Context: an optimization exercise on an open-source flow, tuned for small area, a short achievable clock period and few clock cycles per item. The choices shown serve that exercise and are no tape-out recipe.
Only simulation tests tie the RTL to the original design; equivalence was not proved.
Power figures rest on the tool's default switching activity, not on a simulated workload.

==> design/flow/design.v <==
module division_float_32(clock, start, operand1, operand2, result, finish, illegal);
	input clock;
	input start;
	input [31:0] operand1, operand2;
	output [31:0] result;
	output finish;
	output illegal;
	wire [23:0] m1 = {1'b1, operand1[22:0]};    
	wire [23:0] m2 = {1'b1, operand2[22:0]};    
	wire        big = ge23(operand1[22:0], operand2[22:0]);    
	wire [9:0]  u   = {2'b0, operand1[30:23]} + {2'b0, ~operand2[30:23]} + 10'd128;
	wire        unf = (u[9:8] == 2'b00);
	wire [7:0]  ex1 = u[7:0];
	wire [7:0]  ex0 = u[7:0] - 8'd1;
	reg  [7:0]  exp_r;
	reg         zero_r, sign_r;
	reg  [22:0] d;       
	always @(posedge clock) begin
		d <= operand2[22:0];
		exp_r  <= (unf || operand1 == 32'd0) ? 8'd0 :
		          big ? ex1 : ex0;
		zero_r <= (operand1 == 32'd0);
		sign_r <= (operand1[31] ^ operand2[31]) & (operand1 != 32'd0);
	end
	function automatic ge23(input [22:0] a, input [22:0] bb);
		reg [22:0] g, p;
		reg [22:0] G1, P1;
		reg [22:0] G2, P2;
		reg [22:0] G3, P3;
		reg [22:0] G4, P4;
		reg [22:0] G5, P5;
		begin
			g = a & ~bb; p = a | ~bb;
			g[0] = g[0] | p[0];
			G1 = g; P1 = p;
			G1[1] = g[1] | (p[1] & g[0]); P1[1] = p[1] & p[0];
			G1[3] = g[3] | (p[3] & g[2]); P1[3] = p[3] & p[2];
			G1[5] = g[5] | (p[5] & g[4]); P1[5] = p[5] & p[4];
			G1[7] = g[7] | (p[7] & g[6]); P1[7] = p[7] & p[6];
			G1[9] = g[9] | (p[9] & g[8]); P1[9] = p[9] & p[8];
			G1[11] = g[11] | (p[11] & g[10]); P1[11] = p[11] & p[10];
			G1[13] = g[13] | (p[13] & g[12]); P1[13] = p[13] & p[12];
			G1[15] = g[15] | (p[15] & g[14]); P1[15] = p[15] & p[14];
			G1[17] = g[17] | (p[17] & g[16]); P1[17] = p[17] & p[16];
			G1[19] = g[19] | (p[19] & g[18]); P1[19] = p[19] & p[18];
			G1[21] = g[21] | (p[21] & g[20]); P1[21] = p[21] & p[20];
			G2 = G1; P2 = P1;
			G2[2] = G1[2] | (P1[2] & G1[1]); P2[2] = P1[2] & P1[1];
			G2[3] = G1[3] | (P1[3] & G1[1]); P2[3] = P1[3] & P1[1];
			G2[6] = G1[6] | (P1[6] & G1[5]); P2[6] = P1[6] & P1[5];
			G2[7] = G1[7] | (P1[7] & G1[5]); P2[7] = P1[7] & P1[5];
			G2[10] = G1[10] | (P1[10] & G1[9]); P2[10] = P1[10] & P1[9];
			G2[11] = G1[11] | (P1[11] & G1[9]); P2[11] = P1[11] & P1[9];
			G2[14] = G1[14] | (P1[14] & G1[13]); P2[14] = P1[14] & P1[13];
			G2[15] = G1[15] | (P1[15] & G1[13]); P2[15] = P1[15] & P1[13];
			G2[18] = G1[18] | (P1[18] & G1[17]); P2[18] = P1[18] & P1[17];
			G2[19] = G1[19] | (P1[19] & G1[17]); P2[19] = P1[19] & P1[17];
			G2[22] = G1[22] | (P1[22] & G1[21]); P2[22] = P1[22] & P1[21];
			G3 = G2; P3 = P2;
			G3[4] = G2[4] | (P2[4] & G2[3]); P3[4] = P2[4] & P2[3];
			G3[5] = G2[5] | (P2[5] & G2[3]); P3[5] = P2[5] & P2[3];
			G3[6] = G2[6] | (P2[6] & G2[3]); P3[6] = P2[6] & P2[3];
			G3[7] = G2[7] | (P2[7] & G2[3]); P3[7] = P2[7] & P2[3];
			G3[12] = G2[12] | (P2[12] & G2[11]); P3[12] = P2[12] & P2[11];
			G3[13] = G2[13] | (P2[13] & G2[11]); P3[13] = P2[13] & P2[11];
			G3[14] = G2[14] | (P2[14] & G2[11]); P3[14] = P2[14] & P2[11];
			G3[15] = G2[15] | (P2[15] & G2[11]); P3[15] = P2[15] & P2[11];
			G3[20] = G2[20] | (P2[20] & G2[19]); P3[20] = P2[20] & P2[19];
			G3[21] = G2[21] | (P2[21] & G2[19]); P3[21] = P2[21] & P2[19];
			G3[22] = G2[22] | (P2[22] & G2[19]); P3[22] = P2[22] & P2[19];
			G4 = G3; P4 = P3;
			G4[8] = G3[8] | (P3[8] & G3[7]); P4[8] = P3[8] & P3[7];
			G4[9] = G3[9] | (P3[9] & G3[7]); P4[9] = P3[9] & P3[7];
			G4[10] = G3[10] | (P3[10] & G3[7]); P4[10] = P3[10] & P3[7];
			G4[11] = G3[11] | (P3[11] & G3[7]); P4[11] = P3[11] & P3[7];
			G4[12] = G3[12] | (P3[12] & G3[7]); P4[12] = P3[12] & P3[7];
			G4[13] = G3[13] | (P3[13] & G3[7]); P4[13] = P3[13] & P3[7];
			G4[14] = G3[14] | (P3[14] & G3[7]); P4[14] = P3[14] & P3[7];
			G4[15] = G3[15] | (P3[15] & G3[7]); P4[15] = P3[15] & P3[7];
			G5 = G4; P5 = P4;
			G5[16] = G4[16] | (P4[16] & G4[15]); P5[16] = P4[16] & P4[15];
			G5[17] = G4[17] | (P4[17] & G4[15]); P5[17] = P4[17] & P4[15];
			G5[18] = G4[18] | (P4[18] & G4[15]); P5[18] = P4[18] & P4[15];
			G5[19] = G4[19] | (P4[19] & G4[15]); P5[19] = P4[19] & P4[15];
			G5[20] = G4[20] | (P4[20] & G4[15]); P5[20] = P4[20] & P4[15];
			G5[21] = G4[21] | (P4[21] & G4[15]); P5[21] = P4[21] & P4[15];
			G5[22] = G4[22] | (P4[22] & G4[15]); P5[22] = P4[22] & P4[15];
			ge23 = G5[22];
		end
	endfunction
	function automatic [25:0] step(input [24:0] r, input [22:0] dd, input inj);
		reg [24:0] b, g, p;
		reg [24:0] G1, P1;
		reg [24:0] G2, P2;
		reg [24:0] G3, P3;
		reg [24:0] G4, P4;
		reg [24:0] G5, P5;
		reg [24:0] G6, P6;
		reg [24:0] G7, P7;
		reg [24:0] G8, P8;
		reg [25:0] c;
		reg [23:0] diff;
		begin
			b = {1'b1, 1'b0, ~dd};
			g = r & b;
			p = r | b;
			g[0] = g[0] | p[0];   
			G1 = g; P1 = p;
			G1[1] = g[1] | (p[1] & g[0]); P1[1] = p[1] & p[0];
			G1[3] = g[3] | (p[3] & g[2]); P1[3] = p[3] & p[2];
			G1[5] = g[5] | (p[5] & g[4]); P1[5] = p[5] & p[4];
			G1[7] = g[7] | (p[7] & g[6]); P1[7] = p[7] & p[6];
			G1[9] = g[9] | (p[9] & g[8]); P1[9] = p[9] & p[8];
			G1[11] = g[11] | (p[11] & g[10]); P1[11] = p[11] & p[10];
			G1[13] = g[13] | (p[13] & g[12]); P1[13] = p[13] & p[12];
			G1[15] = g[15] | (p[15] & g[14]); P1[15] = p[15] & p[14];
			G1[17] = g[17] | (p[17] & g[16]); P1[17] = p[17] & p[16];
			G1[19] = g[19] | (p[19] & g[18]); P1[19] = p[19] & p[18];
			G1[21] = g[21] | (p[21] & g[20]); P1[21] = p[21] & p[20];
			G1[23] = g[23] | (p[23] & g[22]); P1[23] = p[23] & p[22];
			G2 = G1; P2 = P1;
			G2[3] = G1[3] | (P1[3] & G1[1]); P2[3] = P1[3] & P1[1];
			G2[7] = G1[7] | (P1[7] & G1[5]); P2[7] = P1[7] & P1[5];
			G2[11] = G1[11] | (P1[11] & G1[9]); P2[11] = P1[11] & P1[9];
			G2[15] = G1[15] | (P1[15] & G1[13]); P2[15] = P1[15] & P1[13];
			G2[19] = G1[19] | (P1[19] & G1[17]); P2[19] = P1[19] & P1[17];
			G2[23] = G1[23] | (P1[23] & G1[21]); P2[23] = P1[23] & P1[21];
			G3 = G2; P3 = P2;
			G3[7] = G2[7] | (P2[7] & G2[3]); P3[7] = P2[7] & P2[3];
			G3[15] = G2[15] | (P2[15] & G2[11]); P3[15] = P2[15] & P2[11];
			G3[23] = G2[23] | (P2[23] & G2[19]); P3[23] = P2[23] & P2[19];
			G4 = G3; P4 = P3;
			G4[15] = G3[15] | (P3[15] & G3[7]); P4[15] = P3[15] & P3[7];
			G5 = G4; P5 = P4;
			G5[23] = G4[23] | (P4[23] & G4[15]); P5[23] = P4[23] & P4[15];
			G6 = G5; P6 = P5;
			G6[11] = G5[11] | (P5[11] & G5[7]); P6[11] = P5[11] & P5[7];
			G6[19] = G5[19] | (P5[19] & G5[15]); P6[19] = P5[19] & P5[15];
			G7 = G6; P7 = P6;
			G7[5] = G6[5] | (P6[5] & G6[3]); P7[5] = P6[5] & P6[3];
			G7[9] = G6[9] | (P6[9] & G6[7]); P7[9] = P6[9] & P6[7];
			G7[13] = G6[13] | (P6[13] & G6[11]); P7[13] = P6[13] & P6[11];
			G7[17] = G6[17] | (P6[17] & G6[15]); P7[17] = P6[17] & P6[15];
			G7[21] = G6[21] | (P6[21] & G6[19]); P7[21] = P6[21] & P6[19];
			G8 = G7; P8 = P7;
			G8[2] = G7[2] | (P7[2] & G7[1]); P8[2] = P7[2] & P7[1];
			G8[4] = G7[4] | (P7[4] & G7[3]); P8[4] = P7[4] & P7[3];
			G8[6] = G7[6] | (P7[6] & G7[5]); P8[6] = P7[6] & P7[5];
			G8[8] = G7[8] | (P7[8] & G7[7]); P8[8] = P7[8] & P7[7];
			G8[10] = G7[10] | (P7[10] & G7[9]); P8[10] = P7[10] & P7[9];
			G8[12] = G7[12] | (P7[12] & G7[11]); P8[12] = P7[12] & P7[11];
			G8[14] = G7[14] | (P7[14] & G7[13]); P8[14] = P7[14] & P7[13];
			G8[16] = G7[16] | (P7[16] & G7[15]); P8[16] = P7[16] & P7[15];
			G8[18] = G7[18] | (P7[18] & G7[17]); P8[18] = P7[18] & P7[17];
			G8[20] = G7[20] | (P7[20] & G7[19]); P8[20] = P7[20] & P7[19];
			G8[22] = G7[22] | (P7[22] & G7[21]); P8[22] = P7[22] & P7[21];
			G8[24] = G7[24] | (P7[24] & G7[23]); P8[24] = P7[24] & P7[23];
			c = {G8, 1'b1};
			diff = r[23:0] ^ ({24{c[25]}} & (b[23:0] ^ c[23:0]));
			step = {c[25], diff, inj};
		end
	endfunction
	reg  [24:0] r;       
	reg  [22:0] L;       
	reg  [3:0]  cnt;
	wire done = (cnt == 4'd12);
	wire [25:0] t0 = step(r, d, L[22]);
	wire [25:0] t1 = step(t0[24:0], d, L[21]);
	always @(posedge clock) begin
		if (start)
			r <= big ? {1'b0, m1} : {m1, 1'b0};
		else
			r <= t1[24:0];
		if (start) begin
			L   <= big ? {1'b0, m2[23:2]} : m2[23:1];
			cnt <= 4'd0;
		end else if (!done) begin
			L   <= {L[20:0], t0[25] & ~zero_r, t1[25] & ~zero_r};
			cnt <= cnt + 4'd1;
		end
	end
	assign result = {sign_r, exp_r, L};
	assign finish = done;
	assign illegal = (operand2 == 32'd0);
endmodule
==> design/flow/flow/run.sh <==
#!/bin/bash
# The standard layout (standard.sh: the standard synthesis and ORFS flow),
# with plain buffers (sky130_fd_sc_hd__buf_1) on the ports instead of the
# default delay-cell buffers. make's full output goes to standard_flow.log;
# ORFS keeps each step's own log under orfs/logs/.
set -euo pipefail
bash standard.sh BUFFER_PORTS_ARGS="-buffer_cell sky130_fd_sc_hd__buf_1" finish > standard_flow.log 2>&1
==> design/flow/standard.sh <==
#!/bin/bash
# synth_recipe.tcl (not shown) runs the flow's synth.tcl, then flattens the netlist and writes it again
# the make line also repeats each setting of config.mk as NAME=value (left out here)
make -C /OpenROAD-flow-scripts/flow DESIGN_CONFIG=/design/flow/config.mk WORK_HOME=/design/flow/orfs CLKGATE_MAP_FILE= SYNTH_SCRIPT=/design/flow/synth_recipe.tcl "${@:-finish}"
==> design/flow/config.mk <==
export PLATFORM = sky130hd
export DESIGN_NAME = division_float_32
export DESIGN_NICKNAME = division_float_32
export VERILOG_FILES = /design/flow/design.v
export SDC_FILE = /design/flow/constraint.sdc
export NUM_CORES = 4
export LEC_CHECK = 0
export ABC_AREA = 1
export CAP_MARGIN = 20
export CORE_MARGIN = 2
export CORE_UTILIZATION = 62
export SETUP_SLACK_MARGIN = 1.9
export SLEW_MARGIN = 20
==> design/flow/constraint.sdc <==
create_clock -name core_clock -period 5.5 [get_ports {clock}]
set_input_delay 1.1000 -clock core_clock [delete_from_list [all_inputs] [get_ports {clock}]]
set_output_delay 1.1000 -clock core_clock [all_outputs]
set_load 0.01 [all_outputs]
==> qor.csv, run 1 <==
stage,metric,value,unit
status,status,no timing/DRC/antenna violations,
yosys,synth-edff-count,23,
timing,fin_crit_sh,62.7,%
critical_path,critPathKind,input pin to output pin,
route,wirelength,19500,µm
route,drc,0,
route,drt_iter0_drc,647,
floorplan,pin_count,100,
yosys,ys_types,44,
floorplan,start_util,63.5,%
yosys,synth_nets,1202,
placement,portBuffers,99,
cts,cts_tree,built,
layout,n_antenna_cell,0,
timing,hold_viol,0,
yosys,netlist.area_leader.share,18.4,%
critical_path,critPathMaxFanout,6,
yosys,yosys-top-cells-area,"nand2_1 18%, dfxtp_1 18%, edfxtp_1 10%",
layout,drive_above_1_share,7.15,%
critical_path,cp_data_arrival_time,2.35,ns
layout,instances_no_fill,1356,
timing,fmax,290,MHz
yosys,synth-main-ff-cell,dfxtp_1,
cts,cts_hold_buf,0,
route,first_pass_iters,5,
critical_path,cp-end-kind,output pin,
route,vias,7615,
layout,area_growth,13.5,%
grt,grt_pass1_vias,6591,
placement,dp.cells,1327,
critical_path,critPathLaunchType,input pin,
placement,hpwl,13500,µm
pwr,ir_worst_vdd,0.306,mV
timing,tightestPinTransition,0.961,ns
pwr,p_leak,3.96,nW
grt,grt_max_degree,66,
floorplan,core-area,10800,µm²
timing,min_period,3.45,ns
cts,clockBufferDepth,2,
route,vias_per_cell,5.62,
layout,fin_nets,1296,
timing,fin_setup_tns,0,ns
route,wl_per_cell,14.4,µm
cts,cts_inserted_buffers,9,
timing,slew_headroom,35.8,%
yosys,syn_area,6850,µm²
cts,cts_max_level,3,
yosys,synthArstFlopShare,0,%
hold_path,hold_class,register to register,
yosys,ys_warn_count,1,
yosys,syn_inst,1117,
cts,cts_sinks,85,
cts,clk_latency,0.38,ns
yosys,postSynthAreaPerCell,6.14,µm²
route,ant_nets,0,
flow_run,drv_cap,0,
cts,clkTransAtPathRegs,0.09,ns
grt,grt_usage,32.3,%
placement,place_congestion,0.962,
floorplan,dieWidth,109,µm
timing,slew_violations,0,
floorplan,fp-row-count,38,
yosys,yosys.area.top_type,nand2_1,
grt,grt_pass1_wl,30100,µm
cts,root_buffer,clkbuf_8,
grt,antenna_found_initial,0,
yosys,yosysMostFrequentCell,nand2_1,
yosys,synth-seq-area-share,28.2,%
yosys,ys_seq_elements,85,
yosys,synth_common_cells,"336 x nand2_1, 145 x inv_1, 109 x nand3_1",
pwr,powerDensity,625,nW/µm²
timing,finalSetupViolCount,0,
grt,grt_overflow_total,0,
floorplan,fp.dieH,109,µm
timing,fin_skew,0.0157,ns
timing,grt_setup_unrepaired,yes,
critical_path,critical_path_required,4.40,ns
floorplan,die-area,11900,µm²
[worst paths after layout]
kind	from	endpoint	slack, ns	depth (start not counted)
max reg2reg	d[2]$_DFF_P_	r[9]$_DFF_P_	2.16	25
max	operand2[13]	illegal	2.05	5
min reg2reg	cnt[2]$_SDFFE_PP0N_	cnt[2]$_SDFFE_PP0N_	0.48	1
min	cnt[2]$_SDFFE_PP0N_	cnt[2]$_SDFFE_PP0N_	0.48	1
[critical path: stages]
cell and delay (ns):
buf_1 0.22, nor4_1 0.37, nand4_1 0.24, nor4_1 0.24, buf_1 0.18
[layout by cell type, fill, tap and decap left out, types with 3 or more instances in the layout]
| cell type | synthesis | layout |
|---|---|---|
| nand2_1 | 336 | 335 |
| inv_1 | 145 | 143 |
| nand3_1 | 109 | 109 |
| buf_1 | 4 | 98 |
| o21ai_0 | 87 | 86 |
| nor2_1 | 81 | 80 |
| dfxtp_1 | 62 | 56 |
| a21oi_1 | 56 | 55 |
| xor2_1 | 30 | 30 |
| edfxtp_1 | 23 | 23 |
| nand4_1 | 22 | 22 |
| inv_2 | 20 | 20 |
| o21ai_1 | 18 | 19 |
| ha_1 | 18 | 18 |
| nor4_1 | 15 | 15 |
| clkbuf_8 | 0 | 10 |
| o22ai_1 | 8 | 8 |
| dfxtp_2 | 0 | 6 |
| buf_4 | 3 | 6 |
| nand2_2 | 6 | 5 |
| nand3b_1 | 5 | 5 |
| nand3_4 | 0 | 5 |
| buf_12 | 0 | 5 |
| nand2_4 | 3 | 4 |
| o211ai_1 | 4 | 4 |
| o221ai_1 | 3 | 3 |
| nor2_2 | 2 | 3 |
| nand2_8 | 0 | 3 |
| xnor2_1 | 3 | 3 |
| nor3_1 | 3 | 3 |
[what timing repair did]
| item | 4_1_cts | 5_1_grt |
|---|---|---|
| pin swaps | 1 | 3 |
| resized for setup | 6 | 19 |
| cloned | 1 | 4 |
| setup buffers | 0 | 8 |
| setup endpoints to repair | 26 | 39 |
[metrics by stage]
step	total power [mW]	instance area (µm²)	util (%)	worst slack (ns)	hold slack, ns
after floorplan	3.30	6850	-	2.10	0.432
after global placement	3.69	7250	67.2	1.25	0.454
after global routing	5.31	7780	72.1	1.86	0.496
final	4.86	7780	72.1	2.05	0.477
after detailed placement	3.72	7250	67.2	1.16	0.458
after CTS	4.36	7530	69.7	1.94	0.476
[where the power goes]
part / internal [mW] / switching (mW)
Combinational: 1.20 / 2.22
Sequential: 0.813 / 0.108
Clock: 0.271 / 0.252
[state kept, by name (all words and copies together), names as in the netlist]
signal	count
r	25
zero_r	1
exp_r	8
L	23
d	23
cnt	4
sign_r	1
[cells by family (layout without fill, tap and decap cells)]
kind of cell	after synthesis	after routing	share of synthesized area, %
compound gates	188	188	14.6
xor+xnor	33	33	4.22
fa+ha+maj	19	19	3.58
buf+inv	198	292	11.8
flops	85	85	28.2
simple gates	594	599	37.6
[metal layers]
metal	track usage, %	share of wire [%]
met5	0	0
met4	13.4	2.9
met3	6.04	9.2
met2	50.8	44
met1	43.4	44
[cell type report]
type	count	area (µm²)
clock buffer	10	138
clock inverter	6	93.8
fill	949	3010
inverter	165	623
multi-input combinational	839	4280
sequential	85	1940
tap	140	175
timing repair buffer	111	529
Testbench counts, summed over its fixed seeds: cycles 26,624, items 2,048.
==> run 2: changes to the inputs <==
--- a/design/flow/config.mk
+++ b/design/flow/config.mk
@@ -9,5 +9,5 @@
 export CAP_MARGIN = 20
 export CORE_MARGIN = 2
 export CORE_UTILIZATION = 62
-export SETUP_SLACK_MARGIN = 1.9
+export SETUP_SLACK_MARGIN = 1.95
 export SLEW_MARGIN = 20
==> qor.csv, run 2 <==
stage,metric,value,unit,change
status,status,no timing/DRC/antenna violations,,unchanged
critical_path,critPathKind,input pin to output pin,,unchanged
route,ant_nets,0,,unchanged
placement,place_congestion,0.962,,unchanged
route,wl_per_cell,14.4,µm,about the same
critical_path,r2r_slack,2.24,ns,was 2.16 ns
pwr,total_power,4.91,mW,was 4.86 mW
timing,min_period,3.44,ns,was 3.45 ns
placement,placed_cell_area,7250,µm²,unchanged
layout,largest_register,r,,unchanged
cts,clkTransAtPathRegs,0.09,ns,about the same
yosys,synth-edff-count,23,,unchanged
floorplan,dieWidth,109,µm,unchanged
pwr,switchingPower,2.60,mW,was 2.58 mW
timing,hold_viol,0,,unchanged
yosys,syn_inst,1117,,unchanged
yosys,yosysMostFrequentCell,nand2_1,,unchanged
critical_path,critical_path_required,4.40,ns,about the same
layout,n_antenna_cell,0,,unchanged
cts,cts_sinks,85,,unchanged
route,wirelength,19500,µm,about the same
flow_run,drv_cap,0,,unchanged
critical_path,regToRegEndpoint,r[10]$_DFF_P_,,was r[9]$_DFF_P_
route,drc,0,,unchanged
timing,fmax,291,MHz,was 290 MHz
layout,largestRegisters,"r x25, L x23, d x23",,unchanged
layout,area_growth,14.1,%,was 13.5%
grt,grt_pass1_vias,6591,,unchanged
critical_path,rr_worst_depth,29,,was 25
yosys,postSynthAreaPerCell,6.14,µm²,unchanged
floorplan,start_util,63.5,%,unchanged
cts,cts_inserted_buffers,9,,unchanged
yosys,ys_warn_count,1,,unchanged
layout,instances_no_fill,1358,,was 1356
yosys,syn_area,6850,µm²,unchanged
placement,hpwl,13500,µm,unchanged
timing,fin_skew,0.0176,ns,was 0.0157 ns
route,first_pass_iters,6,,was 5
timing,fin_setup_tns,0,ns,unchanged
cts,clockBufferDepth,2,,unchanged
layout,final_common_cell,nand2_1,,unchanged
layout,fin_nets,1298,,was 1296
critical_path,critPathCapture,illegal,,unchanged
yosys,netlist.area_leader.share,18.4,%,unchanged
yosys,synth-main-ff-cell,dfxtp_1,,unchanged
critical_path,critPathLaunchType,input pin,,unchanged
timing,grt_setup_unrepaired,yes,,unchanged
yosys,synth-seq-area-share,28.2,%,unchanged
grt,grt_usage,32.3,%,unchanged
pwr,p_leak,3.96,nW,about the same
route,wl_met2,8690,µm,was 8640 µm
critical_path,startpoint,operand2[13],,unchanged
layout,final_cell_area,7820,µm²,was 7780 µm²
grt,antenna_found_initial,0,,unchanged
route,vias_per_cell,5.62,,about the same
yosys,ys_seq_elements,85,,unchanged
cts,cts_max_level,3,,unchanged
cts,cts_hold_buf,0,,unchanged
timing,tightestPinTransition,0.966,ns,was 0.961 ns
pwr,p_int,2.32,mW,was 2.28 mW
critical_path,timing.rr.start,r[3]$_DFF_P_,,was d[2]$_DFF_P_
placement,portBuffers,99,,unchanged
yosys,ys_types,44,,unchanged
floorplan,core-area,10800,µm²,unchanged
layout,largest_reg_flops,25,,unchanged
layout,drive_above_1_share,7.55,%,was 7.15%
critical_path,cp_data_arrival_time,2.34,ns,was 2.35 ns
grt,grt_max_degree,66,,unchanged
route,drt_iter0_drc,655,,was 647
yosys,yosys-top-cells-area,"nand2_1 18%, dfxtp_1 18%, edfxtp_1 10%",,unchanged
pwr,combPwrFrac,70.6,%,was 70.3%
layout,final_cell_mix,"335 x nand2_1, 143 x inv_1, 109 x nand3_1",,unchanged
route,vias,7636,,was 7615
grt,grt_overflow_total,0,,unchanged
route,drt-met1-wl,8520,µm,was 8480 µm
cts,clk_latency,0.39,ns,was 0.38 ns
yosys,yosys.area.top_type,nand2_1,,unchanged
yosys,synthArstFlopShare,0,%,unchanged
route,wl_met3,1660,µm,was 1780 µm
pwr,ir_worst_vdd,0.303,mV,was 0.306 mV
critical_path,cp-end-kind,output pin,,unchanged
cts,root_buffer,clkbuf_8,,unchanged
pwr,p_clk_share,10.6,%,was 10.8%
floorplan,fp.dieH,109,µm,unchanged
timing,fin_crit_sh,62.6,%,was 62.7%
floorplan,die-area,11900,µm²,unchanged
pwr,swShare,52.9,%,was 53.0%
floorplan,fp-row-count,38,,unchanged
grt,grt_pass1_wl,30100,µm,unchanged
placement,dp.cells,1327,,unchanged
timing,slew_violations,0,,unchanged
timing,slew_headroom,35.4,%,was 35.8%
route,highest_layer,met4,,unchanged
yosys,synth_common_cells,"336 x nand2_1, 145 x inv_1, 109 x nand3_1",,unchanged
critical_path,critPathMaxFanout,6,,unchanged
cts,cts_tree,built,,unchanged
pwr,powerDensity,629,nW/µm²,was 625 nW/µm²
pwr,p_seq_share,18.8,%,was 18.9%
floorplan,pin_count,100,,unchanged
yosys,synth_nets,1202,,unchanged
timing,finalSetupViolCount,0,,unchanged
hold_path,hold_class,register to register,,unchanged
## run 2: timing repair
item / CTS / global route
endpoints found under the setup margin: 31 / 49
pin swaps: 1 / 5
buffers inserted: 0 / 10
resized for setup: 6 / 24
gates cloned: 1 / 4
## run 2: how the worst min path moves through the flow
stage,from,endpoint,slack (ns),depth (start not counted)
after floorplan,cnt[2]$_SDFFE_PP0N_,cnt[2]$_SDFFE_PP0N_,0.43,1
after global placement,cnt[2]$_SDFFE_PP0N_,cnt[2]$_SDFFE_PP0N_,0.45,1
after detailed placement,cnt[2]$_SDFFE_PP0N_,cnt[2]$_SDFFE_PP0N_,0.46,1
after CTS,cnt[2]$_SDFFE_PP0N_,cnt[2]$_SDFFE_PP0N_,0.48,1
after global routing,cnt[2]$_SDFFE_PP0N_,cnt[2]$_SDFFE_PP0N_,0.50,1
final,cnt[2]$_SDFFE_PP0N_,cnt[2]$_SDFFE_PP0N_,0.47,1
## run 2: final cells by class
| type | count | area [µm²] |
|---|---|---|
| Timing Repair Buffer | 113 | 544 |
| Clock buffer | 10 | 138 |
| Inverter | 165 | 623 |
| Fill cell | 945 | 2980 |
| Tap cell | 140 | 175 |
| Multi-Input combinational cell | 839 | 4300 |
| Clock inverter | 6 | 93.8 |
| Sequential cell | 85 | 1940 |
## run 2: kinds of logic (layout without fill, tap and decap cells)
logic type      count (synthesis)  after routing  synth area share, %
compound gates                188            188                 14.6
flops                          85             85                 28.2
fa+ha+maj                      19             19                 3.58
simple gates                  594            599                 37.6
xor+xnor                       33             33                 4.22
buf+inv                       198            294                 11.8
## run 2: worst max-delay path, cell delays in order
cell	delay [ns]
buf_1	0.22
nor4_1	0.37
nand4_1	0.23
nor4_1	0.23
buf_1	0.18
## run 2: power by group through the flow
stage          Clock (mW)  Combinational (mW)  Sequential (mW)
2_1_floorplan           0                2.38            0.924
3_3_place_gp            0                2.77            0.928
3_5_place_dp            0                2.79            0.926
4_1_cts             0.527                2.92            0.915
5_1_grt             0.550                3.89            0.939
6_report            0.521                3.47            0.923
## run 2: per-layer routing
layer	vias up	global-route usage [%]
met3	55	6.04
li1	3846	-
met4	0	13.4
met2	335	50.8
met5	-	0
met1	3400	43.4
## run 2: metrics by stage
step	utilization [%]	hold slack [ns]	setup WS (ns)
2_1_floorplan	-	0.432	2.10
3_3_place_gp	67.2	0.454	1.25
3_5_place_dp	67.2	0.458	1.16
4_1_cts	69.7	0.476	1.94
5_1_grt	72.4	0.496	1.88
6_report	72.4	0.474	2.06

port drivers added, routing unchanged:
In the flow no input, the clock included, has a driving cell. The finished layouts below were timed again as built, in two steps. Step 1 (the two cells are an assumption about what drives the block):
set clk [get_ports {clock}]
set_driving_cell -lib_cell sky130_fd_sc_hd__clkbuf_16 $clk
set_driving_cell -lib_cell sky130_fd_sc_hd__buf_2 [delete_from_list [all_inputs] $clk]
Step 2 times the ports against the registers' clock, not the clock port: input delays grow and output delays shrink by t, the midpoint of the rising clock arrivals with the driver on. Three values: ideal, step 1, step 2; two values: the first two.
run | shift t [ns] | slack for setup (ns) | clock arrival spread, ns | worst register clock-pin slew, ns
run 1 | 0.412 | 2.049 / 2.030 / 1.762 | 0.015 / 0.016 | 0.10 / 0.10
run 2 | 0.413 | 2.059 / 2.039 / 1.753 | 0.017 / 0.018 | 0.10 / 0.10
After both steps every run listed still meets setup and hold. For run 2, which loses most, drivers alone change the setup slack by -0.020 ns; drivers and shift together by -0.306 ns.
